What follows belongs to an exercise in optimizing a design on an open flow for small area, a short achievable clock period and few clock cycles per item; a production flow would make more cautious choices. Only simulation tests tie the RTL to the original design; equivalence was not proved. Power is estimated from default activity; no workload was simulated.

[flow/run.sh]
#!/bin/bash
# synth_recipe.tcl (not shown) runs the flow's synth.tcl, then flattens the netlist and writes it again
# the make line also repeats each setting of config.mk as NAME=value (left out here)
make -C /OpenROAD-flow-scripts/flow DESIGN_CONFIG=/design/flow/config.mk WORK_HOME=/design/flow/orfs CLKGATE_MAP_FILE= SYNTH_SCRIPT=/design/flow/synth_recipe.tcl finish
[flow/config.mk]
export PLATFORM = sky130hd
export DESIGN_NAME = distri_sketch_top
export DESIGN_NICKNAME = distri_sketch_top
export VERILOG_FILES = /design/flow/design.v
export SDC_FILE = /design/flow/constraint.sdc
export NUM_CORES = 4
export LEC_CHECK = 0
export ABC_CLOCK_PERIOD_IN_PS = 3000
export CAP_MARGIN = 20
export CORE_MARGIN = 2
export CORE_UTILIZATION = 45
export PLACE_DENSITY = 0.6
export SETUP_SLACK_MARGIN = 5
export SLEW_MARGIN = 20
[flow/design.v]
`timescale 1ns / 1ps
`timescale 1ns / 1ps
`timescale 1ns / 1ps
`timescale 1ns / 1ps
`timescale 1ns / 1ps
`timescale 1ns / 1ps
`timescale 1ns / 1ps
`timescale 1ns / 1ps
`timescale 1ns / 1ps
`timescale 1ns / 1ps
`timescale 1ns / 1ps
module distri_sketch_top#(
    parameter               HW  =   5,
                            DW  =   16
    )(
    input                   clk,
    input                   rst,
    input                   insert_i,
    input   [DW-1:0]        insert_id_i,
    input   [DW-1:0]        insert_latency_i,
    input   [DW-1:0]        insert_freq_th_i,
    output                  insert_end_o,
    input                   search_i,
    input   [DW-1:0]        search_id_i,
    input   [DW-1:0]        search_quantile_i,
    output  [DW-1:0]        search_latency_o,
    output                  search_end_o
);
  function [31:0] nextCRC32_D32;
    input [31:0] Data;
    input [31:0] crc;
    reg [31:0] d;
    reg [31:0] c;
    reg [31:0] newcrc;
  begin
    d = Data;
    c = crc;
    newcrc[0] = d[31] ^ d[30] ^ d[29] ^ d[28] ^ d[26] ^ d[25] ^ d[24] ^ d[16] ^ d[12] ^ d[10] ^ d[9] ^ d[6] ^ d[0] ^ c[0] ^ c[6] ^ c[9] ^ c[10] ^ c[12] ^ c[16] ^ c[24] ^ c[25] ^ c[26] ^ c[28] ^ c[29] ^ c[30] ^ c[31];
    newcrc[1] = d[28] ^ d[27] ^ d[24] ^ d[17] ^ d[16] ^ d[13] ^ d[12] ^ d[11] ^ d[9] ^ d[7] ^ d[6] ^ d[1] ^ d[0] ^ c[0] ^ c[1] ^ c[6] ^ c[7] ^ c[9] ^ c[11] ^ c[12] ^ c[13] ^ c[16] ^ c[17] ^ c[24] ^ c[27] ^ c[28];
    newcrc[2] = d[31] ^ d[30] ^ d[26] ^ d[24] ^ d[18] ^ d[17] ^ d[16] ^ d[14] ^ d[13] ^ d[9] ^ d[8] ^ d[7] ^ d[6] ^ d[2] ^ d[1] ^ d[0] ^ c[0] ^ c[1] ^ c[2] ^ c[6] ^ c[7] ^ c[8] ^ c[9] ^ c[13] ^ c[14] ^ c[16] ^ c[17] ^ c[18] ^ c[24] ^ c[26] ^ c[30] ^ c[31];
    newcrc[3] = d[31] ^ d[27] ^ d[25] ^ d[19] ^ d[18] ^ d[17] ^ d[15] ^ d[14] ^ d[10] ^ d[9] ^ d[8] ^ d[7] ^ d[3] ^ d[2] ^ d[1] ^ c[1] ^ c[2] ^ c[3] ^ c[7] ^ c[8] ^ c[9] ^ c[10] ^ c[14] ^ c[15] ^ c[17] ^ c[18] ^ c[19] ^ c[25] ^ c[27] ^ c[31];
    newcrc[4] = d[31] ^ d[30] ^ d[29] ^ d[25] ^ d[24] ^ d[20] ^ d[19] ^ d[18] ^ d[15] ^ d[12] ^ d[11] ^ d[8] ^ d[6] ^ d[4] ^ d[3] ^ d[2] ^ d[0] ^ c[0] ^ c[2] ^ c[3] ^ c[4] ^ c[6] ^ c[8] ^ c[11] ^ c[12] ^ c[15] ^ c[18] ^ c[19] ^ c[20] ^ c[24] ^ c[25] ^ c[29] ^ c[30] ^ c[31];
    newcrc[5] = d[29] ^ d[28] ^ d[24] ^ d[21] ^ d[20] ^ d[19] ^ d[13] ^ d[10] ^ d[7] ^ d[6] ^ d[5] ^ d[4] ^ d[3] ^ d[1] ^ d[0] ^ c[0] ^ c[1] ^ c[3] ^ c[4] ^ c[5] ^ c[6] ^ c[7] ^ c[10] ^ c[13] ^ c[19] ^ c[20] ^ c[21] ^ c[24] ^ c[28] ^ c[29];
    newcrc[6] = d[30] ^ d[29] ^ d[25] ^ d[22] ^ d[21] ^ d[20] ^ d[14] ^ d[11] ^ d[8] ^ d[7] ^ d[6] ^ d[5] ^ d[4] ^ d[2] ^ d[1] ^ c[1] ^ c[2] ^ c[4] ^ c[5] ^ c[6] ^ c[7] ^ c[8] ^ c[11] ^ c[14] ^ c[20] ^ c[21] ^ c[22] ^ c[25] ^ c[29] ^ c[30];
    newcrc[7] = d[29] ^ d[28] ^ d[25] ^ d[24] ^ d[23] ^ d[22] ^ d[21] ^ d[16] ^ d[15] ^ d[10] ^ d[8] ^ d[7] ^ d[5] ^ d[3] ^ d[2] ^ d[0] ^ c[0] ^ c[2] ^ c[3] ^ c[5] ^ c[7] ^ c[8] ^ c[10] ^ c[15] ^ c[16] ^ c[21] ^ c[22] ^ c[23] ^ c[24] ^ c[25] ^ c[28] ^ c[29];
    newcrc[8] = d[31] ^ d[28] ^ d[23] ^ d[22] ^ d[17] ^ d[12] ^ d[11] ^ d[10] ^ d[8] ^ d[4] ^ d[3] ^ d[1] ^ d[0] ^ c[0] ^ c[1] ^ c[3] ^ c[4] ^ c[8] ^ c[10] ^ c[11] ^ c[12] ^ c[17] ^ c[22] ^ c[23] ^ c[28] ^ c[31];
    newcrc[9] = d[29] ^ d[24] ^ d[23] ^ d[18] ^ d[13] ^ d[12] ^ d[11] ^ d[9] ^ d[5] ^ d[4] ^ d[2] ^ d[1] ^ c[1] ^ c[2] ^ c[4] ^ c[5] ^ c[9] ^ c[11] ^ c[12] ^ c[13] ^ c[18] ^ c[23] ^ c[24] ^ c[29];
    newcrc[10] = d[31] ^ d[29] ^ d[28] ^ d[26] ^ d[19] ^ d[16] ^ d[14] ^ d[13] ^ d[9] ^ d[5] ^ d[3] ^ d[2] ^ d[0] ^ c[0] ^ c[2] ^ c[3] ^ c[5] ^ c[9] ^ c[13] ^ c[14] ^ c[16] ^ c[19] ^ c[26] ^ c[28] ^ c[29] ^ c[31];
    newcrc[11] = d[31] ^ d[28] ^ d[27] ^ d[26] ^ d[25] ^ d[24] ^ d[20] ^ d[17] ^ d[16] ^ d[15] ^ d[14] ^ d[12] ^ d[9] ^ d[4] ^ d[3] ^ d[1] ^ d[0] ^ c[0] ^ c[1] ^ c[3] ^ c[4] ^ c[9] ^ c[12] ^ c[14] ^ c[15] ^ c[16] ^ c[17] ^ c[20] ^ c[24] ^ c[25] ^ c[26] ^ c[27] ^ c[28] ^ c[31];
    newcrc[12] = d[31] ^ d[30] ^ d[27] ^ d[24] ^ d[21] ^ d[18] ^ d[17] ^ d[15] ^ d[13] ^ d[12] ^ d[9] ^ d[6] ^ d[5] ^ d[4] ^ d[2] ^ d[1] ^ d[0] ^ c[0] ^ c[1] ^ c[2] ^ c[4] ^ c[5] ^ c[6] ^ c[9] ^ c[12] ^ c[13] ^ c[15] ^ c[17] ^ c[18] ^ c[21] ^ c[24] ^ c[27] ^ c[30] ^ c[31];
    newcrc[13] = d[31] ^ d[28] ^ d[25] ^ d[22] ^ d[19] ^ d[18] ^ d[16] ^ d[14] ^ d[13] ^ d[10] ^ d[7] ^ d[6] ^ d[5] ^ d[3] ^ d[2] ^ d[1] ^ c[1] ^ c[2] ^ c[3] ^ c[5] ^ c[6] ^ c[7] ^ c[10] ^ c[13] ^ c[14] ^ c[16] ^ c[18] ^ c[19] ^ c[22] ^ c[25] ^ c[28] ^ c[31];
    newcrc[14] = d[29] ^ d[26] ^ d[23] ^ d[20] ^ d[19] ^ d[17] ^ d[15] ^ d[14] ^ d[11] ^ d[8] ^ d[7] ^ d[6] ^ d[4] ^ d[3] ^ d[2] ^ c[2] ^ c[3] ^ c[4] ^ c[6] ^ c[7] ^ c[8] ^ c[11] ^ c[14] ^ c[15] ^ c[17] ^ c[19] ^ c[20] ^ c[23] ^ c[26] ^ c[29];
    newcrc[15] = d[30] ^ d[27] ^ d[24] ^ d[21] ^ d[20] ^ d[18] ^ d[16] ^ d[15] ^ d[12] ^ d[9] ^ d[8] ^ d[7] ^ d[5] ^ d[4] ^ d[3] ^ c[3] ^ c[4] ^ c[5] ^ c[7] ^ c[8] ^ c[9] ^ c[12] ^ c[15] ^ c[16] ^ c[18] ^ c[20] ^ c[21] ^ c[24] ^ c[27] ^ c[30];
    newcrc[16] = d[30] ^ d[29] ^ d[26] ^ d[24] ^ d[22] ^ d[21] ^ d[19] ^ d[17] ^ d[13] ^ d[12] ^ d[8] ^ d[5] ^ d[4] ^ d[0] ^ c[0] ^ c[4] ^ c[5] ^ c[8] ^ c[12] ^ c[13] ^ c[17] ^ c[19] ^ c[21] ^ c[22] ^ c[24] ^ c[26] ^ c[29] ^ c[30];
    newcrc[17] = d[31] ^ d[30] ^ d[27] ^ d[25] ^ d[23] ^ d[22] ^ d[20] ^ d[18] ^ d[14] ^ d[13] ^ d[9] ^ d[6] ^ d[5] ^ d[1] ^ c[1] ^ c[5] ^ c[6] ^ c[9] ^ c[13] ^ c[14] ^ c[18] ^ c[20] ^ c[22] ^ c[23] ^ c[25] ^ c[27] ^ c[30] ^ c[31];
    newcrc[18] = d[31] ^ d[28] ^ d[26] ^ d[24] ^ d[23] ^ d[21] ^ d[19] ^ d[15] ^ d[14] ^ d[10] ^ d[7] ^ d[6] ^ d[2] ^ c[2] ^ c[6] ^ c[7] ^ c[10] ^ c[14] ^ c[15] ^ c[19] ^ c[21] ^ c[23] ^ c[24] ^ c[26] ^ c[28] ^ c[31];
    newcrc[19] = d[29] ^ d[27] ^ d[25] ^ d[24] ^ d[22] ^ d[20] ^ d[16] ^ d[15] ^ d[11] ^ d[8] ^ d[7] ^ d[3] ^ c[3] ^ c[7] ^ c[8] ^ c[11] ^ c[15] ^ c[16] ^ c[20] ^ c[22] ^ c[24] ^ c[25] ^ c[27] ^ c[29];
    newcrc[20] = d[30] ^ d[28] ^ d[26] ^ d[25] ^ d[23] ^ d[21] ^ d[17] ^ d[16] ^ d[12] ^ d[9] ^ d[8] ^ d[4] ^ c[4] ^ c[8] ^ c[9] ^ c[12] ^ c[16] ^ c[17] ^ c[21] ^ c[23] ^ c[25] ^ c[26] ^ c[28] ^ c[30];
    newcrc[21] = d[31] ^ d[29] ^ d[27] ^ d[26] ^ d[24] ^ d[22] ^ d[18] ^ d[17] ^ d[13] ^ d[10] ^ d[9] ^ d[5] ^ c[5] ^ c[9] ^ c[10] ^ c[13] ^ c[17] ^ c[18] ^ c[22] ^ c[24] ^ c[26] ^ c[27] ^ c[29] ^ c[31];
    newcrc[22] = d[31] ^ d[29] ^ d[27] ^ d[26] ^ d[24] ^ d[23] ^ d[19] ^ d[18] ^ d[16] ^ d[14] ^ d[12] ^ d[11] ^ d[9] ^ d[0] ^ c[0] ^ c[9] ^ c[11] ^ c[12] ^ c[14] ^ c[16] ^ c[18] ^ c[19] ^ c[23] ^ c[24] ^ c[26] ^ c[27] ^ c[29] ^ c[31];
    newcrc[23] = d[31] ^ d[29] ^ d[27] ^ d[26] ^ d[20] ^ d[19] ^ d[17] ^ d[16] ^ d[15] ^ d[13] ^ d[9] ^ d[6] ^ d[1] ^ d[0] ^ c[0] ^ c[1] ^ c[6] ^ c[9] ^ c[13] ^ c[15] ^ c[16] ^ c[17] ^ c[19] ^ c[20] ^ c[26] ^ c[27] ^ c[29] ^ c[31];
    newcrc[24] = d[30] ^ d[28] ^ d[27] ^ d[21] ^ d[20] ^ d[18] ^ d[17] ^ d[16] ^ d[14] ^ d[10] ^ d[7] ^ d[2] ^ d[1] ^ c[1] ^ c[2] ^ c[7] ^ c[10] ^ c[14] ^ c[16] ^ c[17] ^ c[18] ^ c[20] ^ c[21] ^ c[27] ^ c[28] ^ c[30];
    newcrc[25] = d[31] ^ d[29] ^ d[28] ^ d[22] ^ d[21] ^ d[19] ^ d[18] ^ d[17] ^ d[15] ^ d[11] ^ d[8] ^ d[3] ^ d[2] ^ c[2] ^ c[3] ^ c[8] ^ c[11] ^ c[15] ^ c[17] ^ c[18] ^ c[19] ^ c[21] ^ c[22] ^ c[28] ^ c[29] ^ c[31];
    newcrc[26] = d[31] ^ d[28] ^ d[26] ^ d[25] ^ d[24] ^ d[23] ^ d[22] ^ d[20] ^ d[19] ^ d[18] ^ d[10] ^ d[6] ^ d[4] ^ d[3] ^ d[0] ^ c[0] ^ c[3] ^ c[4] ^ c[6] ^ c[10] ^ c[18] ^ c[19] ^ c[20] ^ c[22] ^ c[23] ^ c[24] ^ c[25] ^ c[26] ^ c[28] ^ c[31];
    newcrc[27] = d[29] ^ d[27] ^ d[26] ^ d[25] ^ d[24] ^ d[23] ^ d[21] ^ d[20] ^ d[19] ^ d[11] ^ d[7] ^ d[5] ^ d[4] ^ d[1] ^ c[1] ^ c[4] ^ c[5] ^ c[7] ^ c[11] ^ c[19] ^ c[20] ^ c[21] ^ c[23] ^ c[24] ^ c[25] ^ c[26] ^ c[27] ^ c[29];
    newcrc[28] = d[30] ^ d[28] ^ d[27] ^ d[26] ^ d[25] ^ d[24] ^ d[22] ^ d[21] ^ d[20] ^ d[12] ^ d[8] ^ d[6] ^ d[5] ^ d[2] ^ c[2] ^ c[5] ^ c[6] ^ c[8] ^ c[12] ^ c[20] ^ c[21] ^ c[22] ^ c[24] ^ c[25] ^ c[26] ^ c[27] ^ c[28] ^ c[30];
    newcrc[29] = d[31] ^ d[29] ^ d[28] ^ d[27] ^ d[26] ^ d[25] ^ d[23] ^ d[22] ^ d[21] ^ d[13] ^ d[9] ^ d[7] ^ d[6] ^ d[3] ^ c[3] ^ c[6] ^ c[7] ^ c[9] ^ c[13] ^ c[21] ^ c[22] ^ c[23] ^ c[25] ^ c[26] ^ c[27] ^ c[28] ^ c[29] ^ c[31];
    newcrc[30] = d[30] ^ d[29] ^ d[28] ^ d[27] ^ d[26] ^ d[24] ^ d[23] ^ d[22] ^ d[14] ^ d[10] ^ d[8] ^ d[7] ^ d[4] ^ c[4] ^ c[7] ^ c[8] ^ c[10] ^ c[14] ^ c[22] ^ c[23] ^ c[24] ^ c[26] ^ c[27] ^ c[28] ^ c[29] ^ c[30];
    newcrc[31] = d[31] ^ d[30] ^ d[29] ^ d[28] ^ d[27] ^ d[25] ^ d[24] ^ d[23] ^ d[15] ^ d[11] ^ d[9] ^ d[8] ^ d[5] ^ c[5] ^ c[8] ^ c[9] ^ c[11] ^ c[15] ^ c[23] ^ c[24] ^ c[25] ^ c[27] ^ c[28] ^ c[29] ^ c[30] ^ c[31];
    nextCRC32_D32 = newcrc;
  end
  endfunction
    function [4:0] lg;
        input [15:0] v;
        reg   [15:0] vm1;
        integer k;
    begin
        vm1 = v - 16'd1;
        lg = 5'd0;
        for (k = 0; k < 16; k = k + 1)
            if (vm1[k]) lg = k + 1;
        if (v == 16'd0) lg = 5'd0;
    end
    endfunction
    function [15:0] rd16;
        input [32*16-1:0] t;
        input [31:0]      sel;
        integer k;
    begin
        rd16 = 16'h0;
        for (k = 0; k < 32; k = k + 1)
            rd16 = rd16 | (t[k*16 +: 16] & {16{sel[k]}});
    end
    endfunction
    function [4:0] rd5;
        input [32*5-1:0] t;
        input [31:0]     sel;
        integer k;
    begin
        rd5 = 5'h0;
        for (k = 0; k < 32; k = k + 1)
            rd5 = rd5 | (t[k*5 +: 5] & {5{sel[k]}});
    end
    endfunction
    function [31:0] dec;
        input [4:0] a;
    begin
        dec = 32'h1 << a;
    end
    endfunction
    function [9:0] qt;
        input [4:0] t;
        reg  [31:0] c;
    begin
        c  = nextCRC32_D32({27'h0, t}, 32'h0);
        qt = {c[31:27], c[4:0]};
    end
    endfunction
    localparam [31:0] INIT = 32'h8ec7_95ad;
    wire [15:0] id_a   = insert_i ? insert_id_i : search_id_i;
    wire [31:0] crc_id = nextCRC32_D32({16'h0, id_a}, INIT);
    wire [31:0] crc_kp = nextCRC32_D32({16'h0, id_a[7:0], 8'h0}, INIT);
    reg         insB, srB, ins_done;
    reg  [4:0]  r1B, r2B, kp1B, kp2B;
    reg  [15:0] latB, opB;
    always @(posedge clk or negedge rst) begin
        if (!rst) begin
            insB     <= 1'b0;
            srB      <= 1'b0;
            ins_done <= 1'b0;
        end else begin
            insB     <= insert_i;
            srB      <= search_i;
            ins_done <= insert_i;
        end
    end
    always @(posedge clk) begin
        r1B  <= crc_id[4:0];
        r2B  <= crc_id[31:27];
        kp1B <= crc_kp[4:0];
        kp2B <= crc_kp[31:27];
        latB <= insert_latency_i;
        opB  <= insert_i ? insert_freq_th_i : search_quantile_i;
    end
    reg         insC, srC, passC;
    reg  [4:0]  r1C, r2C, kp1C, kp2C, lC, a3a, a3b;
    reg  [15:0] naC, nbC;
    reg         insD, passD;
    reg  [4:0]  r1D, r2D, a3aD, a3bD, lD;
    reg  [15:0] s2aD, s2bD, s3aD, s3bD;
    reg  [4:0]  s2cD, s2dD;
    reg         srD, vE, vF, hitE, hitF, srch_done;
    reg  [4:0]  tD, tE, tF, kp1D, kp2D;
    reg  [15:0] fD, vAE, vBE, cnt, m, res;
    reg  [16:0] qD;
    reg  [19:0] pp0, pp1, pp2, pp3;
    wire w1C = insC & ~passC;
    wire w2C = insC &  passC;
    wire w2D = insD &  passD;
    wire [15:0] s2a_new = s2aD + 16'd1;
    wire [15:0] s2b_new = s2bD + 16'd1;
    wire [4:0]  s2c_new = (s2cD > lD) ? s2cD : lD;
    wire [4:0]  s2d_new = (s2dD > lD) ? s2dD : lD;
    wire [15:0] s3a_new = s3aD + 16'd1;
    wire [15:0] s3b_new = s3bD + 16'd1;
    wire [32*16-1:0] f_s1a, f_s1b, f_s2a, f_s2b, f_s3a, f_s3b;
    wire [32*5-1:0]  f_s2c, f_s2d;
    wire [31:0]      f_v1a, f_v1b, f_v2a, f_v2b, f_s4a, f_s4b, f_nzc, f_nzd;
    wire [31:0] e1a = {32{w1C}} & dec(r1C);
    wire [31:0] e1b = {32{w1C}} & dec(r2C);
    wire [31:0] e2a = {32{w2D}} & dec(r1D);
    wire [31:0] e2b = {32{w2D}} & dec(r2D);
    wire [31:0] e3a = {32{w2D}} & dec(a3aD);
    wire [31:0] e3b = {32{w2D}} & dec(a3bD);
    genvar g;
    generate
        for (g = 0; g < 32; g = g + 1) begin : row
            reg [15:0] s1a, s1b, s2a, s2b, s3a, s3b;
            reg [4:0]  s2c, s2d;
            reg        v1a, v1b, v2a, v2b, s4a, s4b;
            always @(posedge clk) begin
                if (e1a[g]) s1a <= naC;
                if (e1b[g]) s1b <= nbC;
                if (e2a[g]) begin s2a <= s2a_new; s2c <= s2c_new; end
                if (e2b[g]) begin s2b <= s2b_new; s2d <= s2d_new; end
                if (e3a[g]) s3a <= s3a_new;
                if (e3b[g]) s3b <= s3b_new;
            end
            always @(posedge clk or negedge rst) begin
                if (!rst) begin
                    v1a <= 1'b0; v1b <= 1'b0; v2a <= 1'b0; v2b <= 1'b0;
                    s4a <= 1'b0; s4b <= 1'b0;
                end else begin
                    if (e1a[g]) v1a <= 1'b1;
                    if (e1b[g]) v1b <= 1'b1;
                    if (e2a[g]) v2a <= 1'b1;
                    if (e2b[g]) v2b <= 1'b1;
                    if (e3a[g]) s4a <= 1'b1;
                    if (e3b[g]) s4b <= 1'b1;
                end
            end
            assign f_s1a[g*16 +: 16] = s1a;
            assign f_s1b[g*16 +: 16] = s1b;
            assign f_s2a[g*16 +: 16] = s2a;
            assign f_s2b[g*16 +: 16] = s2b;
            assign f_s3a[g*16 +: 16] = s3a;
            assign f_s3b[g*16 +: 16] = s3b;
            assign f_s2c[g*5 +: 5]   = s2c;
            assign f_s2d[g*5 +: 5]   = s2d;
            assign f_v1a[g] = v1a;
            assign f_v1b[g] = v1b;
            assign f_v2a[g] = v2a;
            assign f_v2b[g] = v2b;
            assign f_s4a[g] = s4a;
            assign f_s4b[g] = s4b;
            assign f_nzc[g] = v2a & (|s2c);
            assign f_nzd[g] = v2b & (|s2d);
        end
    endgenerate
    wire [31:0] d1B = dec(r1B);
    wire [31:0] d2B = dec(r2B);
    wire [15:0] a_raw = rd16(f_s1a, d1B & f_v1a);
    wire [15:0] b_raw = rd16(f_s1b, d2B & f_v1b);
    wire        m1C = (r1C == r1B);
    wire        m2C = (r2C == r2B);
    wire [15:0] a_B = (w1C & m1C) ? naC : a_raw;
    wire [15:0] b_B = (w1C & m2C) ? nbC : b_raw;
    wire        pass_B = (a_B >= opB) & (b_B >= opB);
    wire [4:0]  l_B = lg(latB);
    wire [9:0]  ql_B = qt(l_B);
    wire        nz1 = (|(f_nzc & d1B)) | (w2C & m1C & (|lC)) | (w2D & (r1D == r1B) & (|lD));
    wire        nz2 = (|(f_nzd & d2B)) | (w2C & m2C & (|lC)) | (w2D & (r2D == r2B) & (|lD));
    wire        t0zero = ~(nz1 & nz2);
    wire [31:0] d1C = dec(r1C) & f_v2a;
    wire [31:0] d2C = dec(r2C) & f_v2b;
    wire        f1 = w2D & (r1D == r1C);
    wire        f2 = w2D & (r2D == r2C);
    wire [15:0] s2a_c = f1 ? s2a_new : rd16(f_s2a, d1C);
    wire [15:0] s2b_c = f2 ? s2b_new : rd16(f_s2b, d2C);
    wire [4:0]  s2c_c = f1 ? s2c_new : rd5(f_s2c, d1C);
    wire [4:0]  s2d_c = f2 ? s2d_new : rd5(f_s2d, d2C);
    wire [31:0] d3a = dec(a3a) & f_s4a;
    wire [31:0] d3b = dec(a3b) & f_s4b;
    wire        f3a = w2D & (a3aD == a3a);
    wire        f3b = w2D & (a3bD == a3b);
    wire [15:0] s3a_c = f3a ? s3a_new : rd16(f_s3a, d3a);
    wire [15:0] s3b_c = f3b ? s3b_new : rd16(f_s3b, d3b);
    wire        hit_D = (|d3a) & (|d3b);
    wire [15:0] f_C  = (s2a_c < s2b_c) ? s2a_c : s2b_c;
    wire        c_lt = (s2c_c < s2d_c);
    wire [4:0]  t0_C = c_lt ? s2c_c : s2d_c;
    wire [9:0]  qc   = qt(s2c_c);
    wire [9:0]  qd   = qt(s2d_c);
    wire [9:0]  q0   = c_lt ? qc : qd;
    wire [4:0]  tn   = tD - 5'd1;
    wire [9:0]  qn   = qt(tn);
    wire        stop = vF & ((hitF & (m <= cnt)) | (tF == 5'd0));
    wire [15:0] vmin = (vAE < vBE) ? vAE : vBE;
    wire [31:0] psum = {12'h0, pp0} + {8'h0, pp1, 4'h0} + {4'h0, pp2, 8'h0} + {pp3, 12'h0};
    always @(posedge clk or negedge rst) begin
        if (!rst) begin
            insC      <= 1'b0;
            srC       <= 1'b0;
            insD      <= 1'b0;
            srD       <= 1'b0;
            vE        <= 1'b0;
            vF        <= 1'b0;
            srch_done <= 1'b0;
        end else begin
            insC      <= insB;
            srC       <= srB & ~t0zero;
            insD      <= insC;
            if (srC)
                srD <= 1'b1;
            else if (stop | (tD == 5'd0))
                srD <= 1'b0;
            vE        <= srD & ~stop;
            vF        <= vE & ~stop;
            srch_done <= (srB & t0zero) | stop;
        end
    end
    always @(posedge clk) begin
        passC <= pass_B;
        naC   <= srB ? opB : a_B + 16'd1;
        nbC   <= b_B + 16'd1;
        r1C   <= r1B;
        r2C   <= r2B;
        kp1C  <= kp1B;
        kp2C  <= kp2B;
        lC    <= l_B;
        if (insB) begin
            a3a <= kp1B ^ ql_B[4:0];
            a3b <= kp2B ^ ql_B[9:5];
        end else if (srC) begin
            a3a <= kp1C ^ q0[4:0];
            a3b <= kp2C ^ q0[9:5];
        end else begin
            a3a <= kp1D ^ qn[4:0];
            a3b <= kp2D ^ qn[9:5];
        end
        passD <= passC;
        r1D   <= r1C;
        r2D   <= r2C;
        a3aD  <= a3a;
        a3bD  <= a3b;
        lD    <= lC;
        s2aD  <= s2a_c;
        s2bD  <= s2b_c;
        s2cD  <= s2c_c;
        s2dD  <= s2d_c;
        s3aD  <= s3a_c;
        s3bD  <= s3b_c;
        if (srC) begin
            fD   <= f_C;
            tD   <= t0_C;
            kp1D <= kp1C;
            kp2D <= kp2C;
            qD   <= 17'h10000 - {1'b0, naC};
        end else
            tD   <= tn;
        vAE  <= s3a_c;
        vBE  <= s3b_c;
        hitE <= hit_D;
        tE   <= tD;
        pp0  <= fD * qD[3:0];
        pp1  <= fD * qD[7:4];
        pp2  <= fD * qD[11:8];
        pp3  <= fD * qD[15:12];
        if (srC)
            cnt <= 16'd0;
        else if (vE)
            cnt <= cnt + (hitE ? vmin : 16'd0);
        m    <= qD[16] ? fD : psum[31:16];
        tF   <= tE;
        hitF <= hitE;
        if (srB & t0zero)
            res <= 16'd1;
        else if (stop)
            res <= 16'd1 << tF;
    end
    assign insert_end_o     = ins_done;
    assign search_end_o     = srch_done;
    assign search_latency_o = res;
endmodule
[flow/constraint.sdc]
create_clock -name core_clock -period 9.5 [get_ports {clk}]
set_input_delay 1.9000 -clock core_clock [delete_from_list [all_inputs] [get_ports {clk}]]
set_output_delay 1.9000 -clock core_clock [all_outputs]
set_load 0.01 [all_outputs]
==> flow_metrics.env, run 1 <==
export IMPL_arrival_ps=5400
export IMPL_finalCritPeriodShare_pct=49.8
export IMPL_ctsHoldBuffers=0
export IMPL_io_buffers=101
export IMPL_chipWidth_um=600
export IMPL_syn_inst=10481
export IMPL_first_iter_violations=16494
export IMPL_fp_dieH_um=600
export IMPL_slew_violations=0
export IMPL_rsz0062_at_grt="yes"
export IMPL_ys_flop_type="edfxtp_1"
export IMPL_syn_avg_cell_area_um2=15.2
export IMPL_finalClockSkew_ps=70.4
export IMPL_clock_latency_ps=980
export IMPL_hp_start="tE[0]"
export IMPL_min_period_ps=4730
export IMPL_pre_cts_ws_ps=3290
export IMPL_yosysWarningCount=1
export IMPL_end_kind="flop"
export IMPL_r2r_start="r2C[2]"
export IMPL_cts_made_buffers=404
export IMPL_ir_drop_mv=0.233
export IMPL_detail_route_wl_per_cell_um=35.4
export IMPL_finalHoldViolations=0
export IMPL_synth_edff_count=3435
export IMPL_power_leakage_nw=61.8
export IMPL_route_met2_wl_um=260000
export IMPL_criticalPathCategory="reg2reg"
export IMPL_synth_net_count=10959
export IMPL_synth_async_sr_flop_share_pct=5.03
export IMPL_grt_max_degree=58
export IMPL_clockBufferDepth=4
export IMPL_ys_seq_area_share_pct=72.2
export IMPL_vias_per_cell=6.47
export IMPL_grt_pass1_vias=101343
export IMPL_grt_overflow=0
export IMPL_clkTransAtPathRegs_ps=60
export IMPL_die_area_um2=360000
export IMPL_p_per_area_nw_per_um2=232
export IMPL_status="timing/DRC/antenna clean"
export IMPL_rows=218
export IMPL_cp_max_fo=18
export IMPL_cts_sinks=3997
export IMPL_tightest_slew_ps=1210
export IMPL_cp_required_ps=10170
export IMPL_final_util_pct=53.2
export IMPL_finalWorstSetupSlack_ps=4770
export IMPL_drive_gt1_share_pct=18.8
export IMPL_maxCapViolations=0
export IMPL_fmax_mhz=211
export IMPL_critical_path_startpoint="r2C[2]"
export IMPL_syn_to_final_growth_pct=17.6
export IMPL_track_usage_pct=31.1
export IMPL_netlist_area_um2=160000
export IMPL_setup_viol=0
export IMPL_htree_levels=5
export IMPL_wirelength_um=573000
export IMPL_dr_wl_met3_um=66000
export IMPL_hpwl_um=338000
export IMPL_hold_path_class="reg2reg"
export IMPL_fin_nets=11577
export IMPL_synth_seq_cells=3997
export IMPL_wl_met1_um=220000
export IMPL_top_layer_used="met5"
export IMPL_core_area_um2=353000
export IMPL_clock_tree_root_cell="clkbuf_16"
export IMPL_drc=0
export IMPL_finalSetupTns_ps=0
export IMPL_io_pins=102
export IMPL_grt_pass1_wl_um=788000
export IMPL_grt_antenna_before_repair=27
export IMPL_startpoint_type="flop"
export IMPL_place_gp_congestion=1.01
export IMPL_start_util_pct=45.3
export IMPL_drtPass1Iterations=8
export IMPL_num_vias=104793
export IMPL_maxSlewHeadroom_pct=19.1
export IMPL_detail_route_antenna_nets=0
export IMPL_synth_cell_type_count=94
export IMPL_cts_tree="done"
[cells in the mapped netlist, types with 36 or more instances]
master,n,area share (%)
a221oi_1,320,1.8
nor3_1,244,0.76
xnor2_1,224,1.2
ha_1,258,2.0
or4_1,61,0.29
and4_1,120,0.66
clkbuf_1,485,1.1
a22o_1,315,1.7
nor2b_1,59,0.23
nor4_1,63,0.25
mux2i_1,68,0.43
nand3_1,168,0.53
a22oi_1,859,4.0
o21ai_0,118,0.37
a21oi_1,156,0.49
edfxtp_1,3435,65
fa_1,136,1.7
inv_1,255,0.60
a222oi_1,37,0.23
dfrtp_1,201,3.1
nor2_1,474,1.1
and3_1,229,0.90
buf_2,52,0.16
nand2b_1,42,0.16
nand2_1,448,1.1
or2_2,208,0.81
dfxtp_1,361,4.5
nand4_1,299,1.2
xor2_1,102,0.56
or3_1,36,0.14
a2111oi_0,65,0.36
and2_1,120,0.47
[power by group]
group | switching, mW | internal, mW
registers | 0.864 | 20.4
logic | 4.15 | 2.17
clock network | 6.94 | 9.14
[area by class of cell]
class,instances,area (µm²)
Clock inverter,231,2370
Multi-Input combinational cell,5659,44900
Timing Repair Buffer,781,7270
Clock buffer,528,11000
Fill cell,28493,165000
Inverter,256,965
Sequential cell,3997,116000
Antenna cell,7,17.5
Tap cell,4730,5920
[layer usage]
metal / vias up / track usage [%]
li1: 42720 / -
met1: 53584 / 42.6
met2: 7110 / 48.5
met3: 1363 / 6.83
met4: 16 / 12.4
met5: - / 0
[cells by family (layout without fill, tap and decap cells)]
family	after synthesis	in the layout	synth area share (%)
mux	111	112	0.759
flops	3997	3997	72.2
buf+inv	833	1796	2.06
simple gates	2671	2672	9.07
other cells	0	7	0
compound gates	2147	2148	10.4
fa+ha+maj	394	394	3.72
xor+xnor	328	333	1.81
[final timing paths]
path	end	slack (ps)	cells past startpoint
max	fD[1]	4770	16
min	tF[0]	320	0
max reg2reg	fD[1]	4770	16
min reg2reg	tF[0]	320	0
max in group asynchronous	vE	6610	3
min in group asynchronous	row[4].v2b	920	1
[flip-flops by register name, indices dropped and copies added, names as in the netlist, 32 cells and up]
| signal | cells |
|---|---|
| row.s2b | 512 |
| row.s1a | 512 |
| row.s3b | 512 |
| row.s4a | 32 |
| row.v2a | 32 |
| row.s2d | 160 |
| row.v1a | 32 |
| row.s2a | 512 |
| row.s4b | 32 |
| row.s2c | 160 |
| row.s1b | 512 |
| row.s3a | 512 |
| row.v1b | 32 |
| row.v2b | 32 |
[through the flow]
| stage | hold slack (ps) | instance area [µm²] | power (mW) | instances |
|---|---|---|---|---|
| after floorplan | 310 | 160000 | 24.5 | 10481 |
| after global placement | 316 | 169000 | 26.9 | 15165 |
| after detailed placement | 314 | 169000 | 27.0 | 15172 |
| after CTS | 325 | 186000 | 43.4 | 16099 |
| after global routing | 332 | 188000 | 44.8 | 16183 |
| final | 324 | 188000 | 43.7 | 16189 |
[cell usage in the layout (no fill, tap or decap), drive strengths merged, types with 36 or more instances in the layout]
cell type and n:
nand2b 43, or4 61, inv 272, xnor2 229, mux2 43, and3 231
a2111oi 66, clkbuf 534, nand3 170, nand4 300, clkdlybuf4s50 99, a22oi 859
and2 128, xor2 102, fa 136, and4 120, dfrtp 201, nor3 244
a221oi 321, or3 36, ha 258, dfxtp 361, o21ai 122, or2 208
buf 671, mux2i 69, nand2 448, a22o 315, nor4 65, nor2b 59
clkinv 154, edfxtp 3435, nor2 474, a21oi 156, a222oi 37
[critical path, cell delays in order, from the launching register on]
cell      delay, ps
dfxtp_2         340
buf_12          150
nor2b_1         150
buf_6           170
and3_4          210
buf_12          170
a22o_1          250
a221oi_1        390
nand3_1         120
nor4_1          700
a21oi_1         290
inv_1           130
ha_1            250
o21ai_1          90
nand2b_1        120
a221o_2         530
mux2_4          340
[what timing repair did]
item                                   CTS  global route
setup endpoints to repair               84            56
buffers inserted                       156            73
endpoints found under the hold margin    0             0
pin swaps                              100            92
cloned                                  12             5
resized for setup                      423           193
Testbench counts, summed over its fixed seeds: cycles 6,216, items 3,840.
==> inputs of run 2 (changes only) <==
--- a/flow/design.v
+++ b/flow/design.v
@@ -143,34 +143,56 @@
         opB  <= insert_i ? insert_freq_th_i : search_quantile_i;
     end
-    reg         insC, srC, passC;
-    reg  [4:0]  r1C, r2C, kp1C, kp2C, lC, a3a, a3b;
-    reg  [15:0] naC, nbC;
-    reg         insD, passD;
-    reg  [4:0]  r1D, r2D, a3aD, a3bD, lD;
-    reg  [15:0] s2aD, s2bD, s3aD, s3bD;
-    reg  [4:0]  s2cD, s2dD;
-    reg         srD, vE, vF, hitE, hitF, srch_done;
-    reg  [4:0]  tD, tE, tF, kp1D, kp2D;
-    reg  [15:0] fD, vAE, vBE, cnt, m, res;
-    reg  [16:0] qD;
+    reg         insC, srC, vD, hitD, srch_done;
+    reg  [4:0]  a3a, a3b, tC, tD, kp1C, kp2C;
+    reg  [15:0] fC, vminD, cnt, res;
+    reg  [16:0] qC;
     reg  [19:0] pp0, pp1, pp2, pp3;
-    wire w1C = insC & ~passC;
-    wire w2C = insC &  passC;
-    wire w2D = insD &  passD;
-    wire [15:0] s2a_new = s2aD + 16'd1;
-    wire [15:0] s2b_new = s2bD + 16'd1;
-    wire [4:0]  s2c_new = (s2cD > lD) ? s2cD : lD;
-    wire [4:0]  s2d_new = (s2dD > lD) ? s2dD : lD;
-    wire [15:0] s3a_new = s3aD + 16'd1;
-    wire [15:0] s3b_new = s3bD + 16'd1;
+    wire [31:0] d1B = dec(r1B);
+    wire [31:0] d2B = dec(r2B);
+    wire [15:0] a_B = rd16(f_s1a, d1B & f_v1a);
+    wire [15:0] b_B = rd16(f_s1b, d2B & f_v1b);
+    wire [31:0] d1S = d1B & f_v2a;
+    wire [31:0] d2S = d2B & f_v2b;
+    wire [15:0] s2a_rd = rd16(f_s2a, d1S);
+    wire [15:0] s2b_rd = rd16(f_s2b, d2S);
+    wire [4:0]  s2c_rd = rd5(f_s2c, d1S);
+    wire [4:0]  s2d_rd = rd5(f_s2d, d2S);
+    wire        pass_B = (a_B >= opB) & (b_B >= opB);
+    wire [4:0]  l_B    = lg(latB);
+    wire [9:0]  ql_B   = qt(l_B);
+    wire        w1 = insB & ~pass_B;
+    wire        w2 = insB &  pass_B;
+    wire [15:0] s1a_new = a_B + 16'd1;
+    wire [15:0] s1b_new = b_B + 16'd1;
+    wire [15:0] s2a_new = s2a_rd + 16'd1;
+    wire [15:0] s2b_new = s2b_rd + 16'd1;
+    wire [4:0]  s2c_new = (s2c_rd > l_B) ? s2c_rd : l_B;
+    wire [4:0]  s2d_new = (s2d_rd > l_B) ? s2d_rd : l_B;
+    wire [15:0] f_B    = (s2a_rd < s2b_rd) ? s2a_rd : s2b_rd;
+    wire        c_lt   = (s2c_rd < s2d_rd);
+    wire [4:0]  t0_B   = c_lt ? s2c_rd : s2d_rd;
+    wire        t0zero = (t0_B == 5'd0);
+    wire [9:0]  qc     = qt(s2c_rd);
+    wire [9:0]  qd     = qt(s2d_rd);
+    wire [9:0]  q0     = c_lt ? qc : qd;
+    wire [31:0] d3a = dec(a3a) & f_s4a;
+    wire [31:0] d3b = dec(a3b) & f_s4b;
+    wire [15:0] s3a_rd = rd16(f_s3a, d3a);
+    wire [15:0] s3b_rd = rd16(f_s3b, d3b);
+    wire        hit_C  = (|d3a) & (|d3b);
+    wire [15:0] s3a_new = s3a_rd + 16'd1;
+    wire [15:0] s3b_new = s3b_rd + 16'd1;
+    wire [15:0] vmin_C  = (s3a_rd < s3b_rd) ? s3a_rd : s3b_rd;
+    wire [4:0]  tn      = tC - 5'd1;
+    wire [9:0]  qn      = qt(tn);
     wire [32*16-1:0] f_s1a, f_s1b, f_s2a, f_s2b, f_s3a, f_s3b;
     wire [32*5-1:0]  f_s2c, f_s2d;
-    wire [31:0]      f_v1a, f_v1b, f_v2a, f_v2b, f_s4a, f_s4b, f_nzc, f_nzd;
-    wire [31:0] e1a = {32{w1C}} & dec(r1C);
-    wire [31:0] e1b = {32{w1C}} & dec(r2C);
-    wire [31:0] e2a = {32{w2D}} & dec(r1D);
-    wire [31:0] e2b = {32{w2D}} & dec(r2D);
-    wire [31:0] e3a = {32{w2D}} & dec(a3aD);
-    wire [31:0] e3b = {32{w2D}} & dec(a3bD);
+    wire [31:0]      f_v1a, f_v1b, f_v2a, f_v2b, f_s4a, f_s4b;
+    wire [31:0] e1a = {32{w1}} & d1B;
+    wire [31:0] e1b = {32{w1}} & d2B;
+    wire [31:0] e2a = {32{w2}} & d1B;
+    wire [31:0] e2b = {32{w2}} & d2B;
+    wire [31:0] e3a = {32{insC}} & dec(a3a);
+    wire [31:0] e3b = {32{insC}} & dec(a3b);
     genvar g;
     generate
@@ -180,6 +202,6 @@
             reg        v1a, v1b, v2a, v2b, s4a, s4b;
             always @(posedge clk) begin
-                if (e1a[g]) s1a <= naC;
-                if (e1b[g]) s1b <= nbC;
+                if (e1a[g]) s1a <= s1a_new;
+                if (e1b[g]) s1b <= s1b_new;
                 if (e2a[g]) begin s2a <= s2a_new; s2c <= s2c_new; end
                 if (e2b[g]) begin s2b <= s2b_new; s2d <= s2d_new; end
@@ -214,128 +236,60 @@
             assign f_s4a[g] = s4a;
             assign f_s4b[g] = s4b;
-            assign f_nzc[g] = v2a & (|s2c);
-            assign f_nzd[g] = v2b & (|s2d);
         end
     endgenerate
-    wire [31:0] d1B = dec(r1B);
-    wire [31:0] d2B = dec(r2B);
-    wire [15:0] a_raw = rd16(f_s1a, d1B & f_v1a);
-    wire [15:0] b_raw = rd16(f_s1b, d2B & f_v1b);
-    wire        m1C = (r1C == r1B);
-    wire        m2C = (r2C == r2B);
-    wire [15:0] a_B = (w1C & m1C) ? naC : a_raw;
-    wire [15:0] b_B = (w1C & m2C) ? nbC : b_raw;
-    wire        pass_B = (a_B >= opB) & (b_B >= opB);
-    wire [4:0]  l_B = lg(latB);
-    wire [9:0]  ql_B = qt(l_B);
-    wire        nz1 = (|(f_nzc & d1B)) | (w2C & m1C & (|lC)) | (w2D & (r1D == r1B) & (|lD));
-    wire        nz2 = (|(f_nzd & d2B)) | (w2C & m2C & (|lC)) | (w2D & (r2D == r2B) & (|lD));
-    wire        t0zero = ~(nz1 & nz2);
-    wire [31:0] d1C = dec(r1C) & f_v2a;
-    wire [31:0] d2C = dec(r2C) & f_v2b;
-    wire        f1 = w2D & (r1D == r1C);
-    wire        f2 = w2D & (r2D == r2C);
-    wire [15:0] s2a_c = f1 ? s2a_new : rd16(f_s2a, d1C);
-    wire [15:0] s2b_c = f2 ? s2b_new : rd16(f_s2b, d2C);
-    wire [4:0]  s2c_c = f1 ? s2c_new : rd5(f_s2c, d1C);
-    wire [4:0]  s2d_c = f2 ? s2d_new : rd5(f_s2d, d2C);
-    wire [31:0] d3a = dec(a3a) & f_s4a;
-    wire [31:0] d3b = dec(a3b) & f_s4b;
-    wire        f3a = w2D & (a3aD == a3a);
-    wire        f3b = w2D & (a3bD == a3b);
-    wire [15:0] s3a_c = f3a ? s3a_new : rd16(f_s3a, d3a);
-    wire [15:0] s3b_c = f3b ? s3b_new : rd16(f_s3b, d3b);
-    wire        hit_D = (|d3a) & (|d3b);
-    wire [15:0] f_C  = (s2a_c < s2b_c) ? s2a_c : s2b_c;
-    wire        c_lt = (s2c_c < s2d_c);
-    wire [4:0]  t0_C = c_lt ? s2c_c : s2d_c;
-    wire [9:0]  qc   = qt(s2c_c);
-    wire [9:0]  qd   = qt(s2d_c);
-    wire [9:0]  q0   = c_lt ? qc : qd;
-    wire [4:0]  tn   = tD - 5'd1;
-    wire [9:0]  qn   = qt(tn);
-    wire        stop = vF & ((hitF & (m <= cnt)) | (tF == 5'd0));
-    wire [15:0] vmin = (vAE < vBE) ? vAE : vBE;
-    wire [31:0] psum = {12'h0, pp0} + {8'h0, pp1, 4'h0} + {4'h0, pp2, 8'h0} + {pp3, 12'h0};
+    wire [31:0] psum    = {12'h0, pp0} + {8'h0, pp1, 4'h0} + {4'h0, pp2, 8'h0} + {pp3, 12'h0};
+    wire [15:0] m_D     = qC[16] ? fC : psum[31:16];
+    wire [15:0] cnt_new = cnt + vminD;
+    wire        stop    = vD & ((hitD & (m_D <= cnt_new)) | (tD == 5'd0));
     always @(posedge clk or negedge rst) begin
         if (!rst) begin
             insC      <= 1'b0;
             srC       <= 1'b0;
-            insD      <= 1'b0;
-            srD       <= 1'b0;
-            vE        <= 1'b0;
-            vF        <= 1'b0;
+            vD        <= 1'b0;
             srch_done <= 1'b0;
         end else begin
-            insC      <= insB;
-            srC       <= srB & ~t0zero;
-            insD      <= insC;
-            if (srC)
-                srD <= 1'b1;
-            else if (stop | (tD == 5'd0))
-                srD <= 1'b0;
-            vE        <= srD & ~stop;
-            vF        <= vE & ~stop;
+            insC      <= w2;
+            if (srB & ~t0zero)
+                srC <= 1'b1;
+            else if (stop | (tC == 5'd0))
+                srC <= 1'b0;
+            vD        <= srC & ~stop;
             srch_done <= (srB & t0zero) | stop;
         end
     end
     always @(posedge clk) begin
-        passC <= pass_B;
-        naC   <= srB ? opB : a_B + 16'd1;
-        nbC   <= b_B + 16'd1;
-        r1C   <= r1B;
-        r2C   <= r2B;
-        kp1C  <= kp1B;
-        kp2C  <= kp2B;
-        lC    <= l_B;
         if (insB) begin
             a3a <= kp1B ^ ql_B[4:0];
             a3b <= kp2B ^ ql_B[9:5];
-        end else if (srC) begin
-            a3a <= kp1C ^ q0[4:0];
-            a3b <= kp2C ^ q0[9:5];
+        end else if (srB) begin
+            a3a <= kp1B ^ q0[4:0];
+            a3b <= kp2B ^ q0[9:5];
         end else begin
-            a3a <= kp1D ^ qn[4:0];
-            a3b <= kp2D ^ qn[9:5];
+            a3a <= kp1C ^ qn[4:0];
+            a3b <= kp2C ^ qn[9:5];
         end
-        passD <= passC;
-        r1D   <= r1C;
-        r2D   <= r2C;
-        a3aD  <= a3a;
-        a3bD  <= a3b;
-        lD    <= lC;
-        s2aD  <= s2a_c;
-        s2bD  <= s2b_c;
-        s2cD  <= s2c_c;
-        s2dD  <= s2d_c;
-        s3aD  <= s3a_c;
-        s3bD  <= s3b_c;
-        if (srC) begin
-            fD   <= f_C;
-            tD   <= t0_C;
-            kp1D <= kp1C;
-            kp2D <= kp2C;
-            qD   <= 17'h10000 - {1'b0, naC};
+        if (srB) begin
+            fC   <= f_B;
+            tC   <= t0_B;
+            kp1C <= kp1B;
+            kp2C <= kp2B;
+            qC   <= 17'h10000 - {1'b0, opB};
         end else
-            tD   <= tn;
-        vAE  <= s3a_c;
-        vBE  <= s3b_c;
-        hitE <= hit_D;
-        tE   <= tD;
-        pp0  <= fD * qD[3:0];
-        pp1  <= fD * qD[7:4];
-        pp2  <= fD * qD[11:8];
-        pp3  <= fD * qD[15:12];
-        if (srC)
+            tC   <= tn;
+        vminD <= hit_C ? vmin_C : 16'd0;
+        hitD  <= hit_C;
+        tD    <= tC;
+        pp0   <= fC * qC[3:0];
+        pp1   <= fC * qC[7:4];
+        pp2   <= fC * qC[11:8];
+        pp3   <= fC * qC[15:12];
+        if (srB)
             cnt <= 16'd0;
-        else if (vE)
-            cnt <= cnt + (hitE ? vmin : 16'd0);
-        m    <= qD[16] ? fD : psum[31:16];
-        tF   <= tE;
-        hitF <= hitE;
+        else if (vD)
+            cnt <= cnt_new;
         if (srB & t0zero)
             res <= 16'd1;
         else if (stop)
-            res <= 16'd1 << tF;
+            res <= 16'd1 << tD;
     end
     assign insert_end_o     = ins_done;
==> flow_metrics.env, run 2 <==
export IMPL_cp_required_ps=10170
export IMPL_min_period_ps=5880
export IMPL_crit_chain="buf_6, and3b_2, buf_6, buf_6, and3_4, buf_12, buf_4, buf_4, a22oi_1, nand4_1, or4_4, ha_1, a21oi_1, o21ai_0, a21oi_4, or4_4, buf_12, buf_12, buf_8, buf_12, nor3_4, buf_6, buf_12, buf_12"
export IMPL_chipWidth_um=589
export IMPL_start_util_pct=45.2
export IMPL_power_leakage_nw=66.4
export IMPL_place_gp_congestion=0.981
export IMPL_syn_inst=9793
export IMPL_synth_simple_area_share_pct=8.32
export IMPL_r2r_start="r1B[4]"
export IMPL_clock_tree_root_cell="clkbuf_16"
export IMPL_layout_common_cells="edfxtp_1 (3435), a22oi_1 (1195), clkbuf_16 (450)"
export IMPL_ff2ff_setup_slack_ps=3620
export IMPL_fp_dieH_um=589
export IMPL_grt_antenna_before_repair=28
export IMPL_worst_path_max_delay_cell="or4_4"
export IMPL_status="timing/DRC/antenna clean"
export IMPL_core_area_um2=340000
export IMPL_arrival_ps=6560
export IMPL_p_per_area_nw_per_um2=263
export IMPL_track_usage_pct=34.9
export IMPL_power_mw=51.9
export IMPL_cts_made_buffers=389
export IMPL_drtPass1Iterations=10
export IMPL_cp_top_family="simple AND/OR/NAND/NOR gates"
export IMPL_setup_viol=0
export IMPL_sw_frac_of_total_pct=32.8
export IMPL_synth_seq_cells=3830
export IMPL_rows=214
export IMPL_drc=0
export IMPL_synth_area_leaders="edfxtp_1 (67%), a22oi_1 (6.0%), dfrtp_1 (3.2%)"
export IMPL_netlist_area_leader_share_pct=67.1
export IMPL_rsz0062_at_grt="yes"
export IMPL_critPathMaxStageDelay_ps=620
export IMPL_min_to="row[17].s4b"
export IMPL_comb_power_share_pct=28.1
export IMPL_cts_tree="done"
export IMPL_maxCapViolations=0
export IMPL_clock_power_share_pct=30.2
export IMPL_tightest_slew_ps=1380
export IMPL_grt_pass1_vias=101488
export IMPL_ys_seq_area_share_pct=72.9
export IMPL_muxShareOfSynthArea_pct=0.590
export IMPL_grt_max_degree=65
export IMPL_min_path_cells=1
export IMPL_p_int_mw=34.9
export IMPL_synth_top_family_by_area="compound AO/OA/AOI/OAI gates"
export IMPL_htree_levels=5
export IMPL_hp_start="row[17].s4b"
export IMPL_fmax_mhz=170
export IMPL_synth_cell_type_count=88
export IMPL_finalSetupTns_ps=0
export IMPL_synth_compound_area_share_pct=10.4
export IMPL_first_iter_violations=18423
export IMPL_pre_cts_ws_ps=2390
export IMPL_ir_drop_mv=0.375
export IMPL_criticalPathCategory="reg2reg"
export IMPL_finalHoldViolations=0
export IMPL_io_buffers=101
export IMPL_hpwl_um=363000
export IMPL_clockBufferDepth=4
export IMPL_cts_sinks=3830
export IMPL_slew_violations=0
export IMPL_ctsHoldBuffers=0
export IMPL_cp_common_cell="buf_12"
export IMPL_detail_route_antenna_nets=0
export IMPL_synth_async_sr_flop_share_pct=5.17
export IMPL_grt_pass1_wl_um=838000
export IMPL_maxSlewHeadroom_pct=8.23
export IMPL_syn_avg_cell_area_um2=15.7
export IMPL_cp_num_buf_inv=13
export IMPL_grt_overflow=0
export IMPL_netlist_area_um2=154000
export IMPL_finalClockSkew_ps=62.1
export IMPL_yosysWarningCount=1
export IMPL_synthAdderAreaFrac_pct=3.87
export IMPL_synth_net_count=10271
export IMPL_synth_edff_count=3435
export IMPL_final_util_pct=58.2
export IMPL_synthTopCellsByCount="edfxtp_1 (3435), a22oi_1 (1239), clkbuf_1 (535)"
export IMPL_vias_per_cell=6.77
export IMPL_pwr_share_seq_pct=41.7
export IMPL_fin_nets=11489
export IMPL_finalCritPeriodShare_pct=61.9
export IMPL_yosysTopAreaCell="edfxtp_1"
export IMPL_die_area_um2=346000
export IMPL_yosysMostFrequentCell="edfxtp_1"
export IMPL_final_common_cell="edfxtp_1"
export IMPL_hold_path_class="reg2reg"
export IMPL_drive_gt1_share_pct=26.1
export IMPL_startpoint_type="flop"
export IMPL_synthXorXnorAreaFrac_pct=1.73
export IMPL_cp_max_fo=10
export IMPL_syn_to_final_growth_pct=28.6
export IMPL_io_pins=102
export IMPL_detail_route_wl_per_cell_um=40.0
export IMPL_clkTransAtPathRegs_ps=60
export IMPL_finalWorstSetupSlack_ps=3620
export IMPL_clock_latency_ps=1020
export IMPL_num_vias=107834
export IMPL_end_kind="flop"
export IMPL_reg2regPathDepth=24
export IMPL_power_switching_mw=17.0
export IMPL_wirelength_um=637000
export IMPL_ys_flop_type="edfxtp_1"
export IMPL_r2r_end="row[25].s2a[12]"
## run 2: changes by cell type in the layout (fill, tap and decap cells not counted), sizes merged, moves of 101 or more
cell,change
buf,+609
nand4,+101
nand2,-176
dfxtp,-164
a22oi,+380
or2,-130
nor2,-189
a22o,-162
a221oi,-173
## run 2: worst max path at each step
stage            start               to  slack, ps  cells after the start
5_1_grt        pp0[14]           res[0]       3470                     25
4_1_cts        pp0[14]           res[5]       3740                     25
6_report        r1B[4]  row[25].s2a[12]       3620                     24
2_1_floorplan   r1B[2]   row[15].s2a[0]       4460                     24
3_5_place_dp    r1B[0]  row[19].s2a[10]       2390                     19
3_3_place_gp    r1B[0]   row[13].s2b[4]       2410                     19
## run 2: kinds of logic (layout without fill, tap and decap cells)
| group | after synthesis | after routing |
|---|---|---|
| compound gates | 2102 | 2106 |
| xor+xnor | 304 | 323 |
| fa+ha+maj | 394 | 394 |
| buf+inv | 859 | 2359 |
| flops | 3830 | 3830 |
| mux | 86 | 86 |
| other cells | 0 | 40 |
| simple gates | 2218 | 2245 |
## run 2: stage by stage
stage / std cells / hold slack [ps] / instance area [µm²]
2_1_floorplan: 9793 / 329 / 156000
3_3_place_gp: 14165 / 442 / 164000
3_5_place_dp: 14176 / 443 / 164000
4_1_cts: 15660 / 458 / 192000
5_1_grt: 15894 / 467 / 198000
6_report: 15919 / 456 / 198000
## run 2: layer usage
metal / part of all wire (%) / vias up / track usage, %
met3: 13 / 2593 / 8.22
met1: 34 / 54209 / 44.6
li1: - / 41866 / -
met2: 44 / 9136 / 53.6
met5: 0.066 / - / 0.0137
met4: 8.7 / 30 / 22.5
## run 2: what timing repair did
| action | 4_1_cts | 5_1_grt |
|---|---|---|
| buffers inserted | 597 | 144 |
| gates resized for setup | 1189 | 479 |
| pin swaps | 284 | 263 |
| setup endpoints to repair | 5296 | 3925 |
| cloned | 164 | 73 |
## run 2: cell type report
cell class / count / area, µm²
diodes: 40 / 100
clock buffers: 501 / 10500
clock inverters: 222 / 2360
fillers: 25014 / 142000
inverters: 198 / 761
multi-input cells: 5154 / 46000
flip-flops and latches: 3830 / 112000
well taps: 4536 / 5680
repair buffers: 1437 / 20200
repair inverters: 1 / 5.00
## run 2: power groups by stage
stage	sequential (mW)	clock, mW	combinational, mW
2_1_floorplan	21.6	0	5.93
3_3_place_gp	22.0	0	10.6
3_5_place_dp	22.0	0	10.7
4_1_cts	21.6	15.7	13.1
5_1_grt	21.7	16.4	15.0
6_report	21.7	15.7	14.6
Testbench counts of run 2, summed over its fixed seeds: cycles 5,554, items 3,840.

[what the ideal ports hide]
How much do the figures lean on ideal ports? The routed layouts below were timed once more, with nothing changed but the port constraints. Step 1, drivers: a clkbuf_16 drives clk and a buf_2 each remaining input, both assumed. Step 2 moves the port delays by t, midway between the first and last clock arrival at a register: inputs arrive t later, outputs are due t later. That takes back most of the time a late clock gives input paths. Slacks: no drivers / after step 1 / after step 2; pairs: no drivers / after step 1.
| run | shift t [ns] | setup WS [ns] | worst setup path after step 2 | pins driven straight from the clock port |
|---|---|---|---|---|
| run 1 | 1.052 | 4.767 / 4.767 / 4.427 | input to register | 1 |
| run 2 | 1.093 | 3.616 / 3.616 / 3.616 | register to register | 1 |
After both steps setup and hold are still met in every run listed. The setup slack of run 1, which loses most, moves by 0.000 ns with the drivers and by -0.340 ns with both steps.
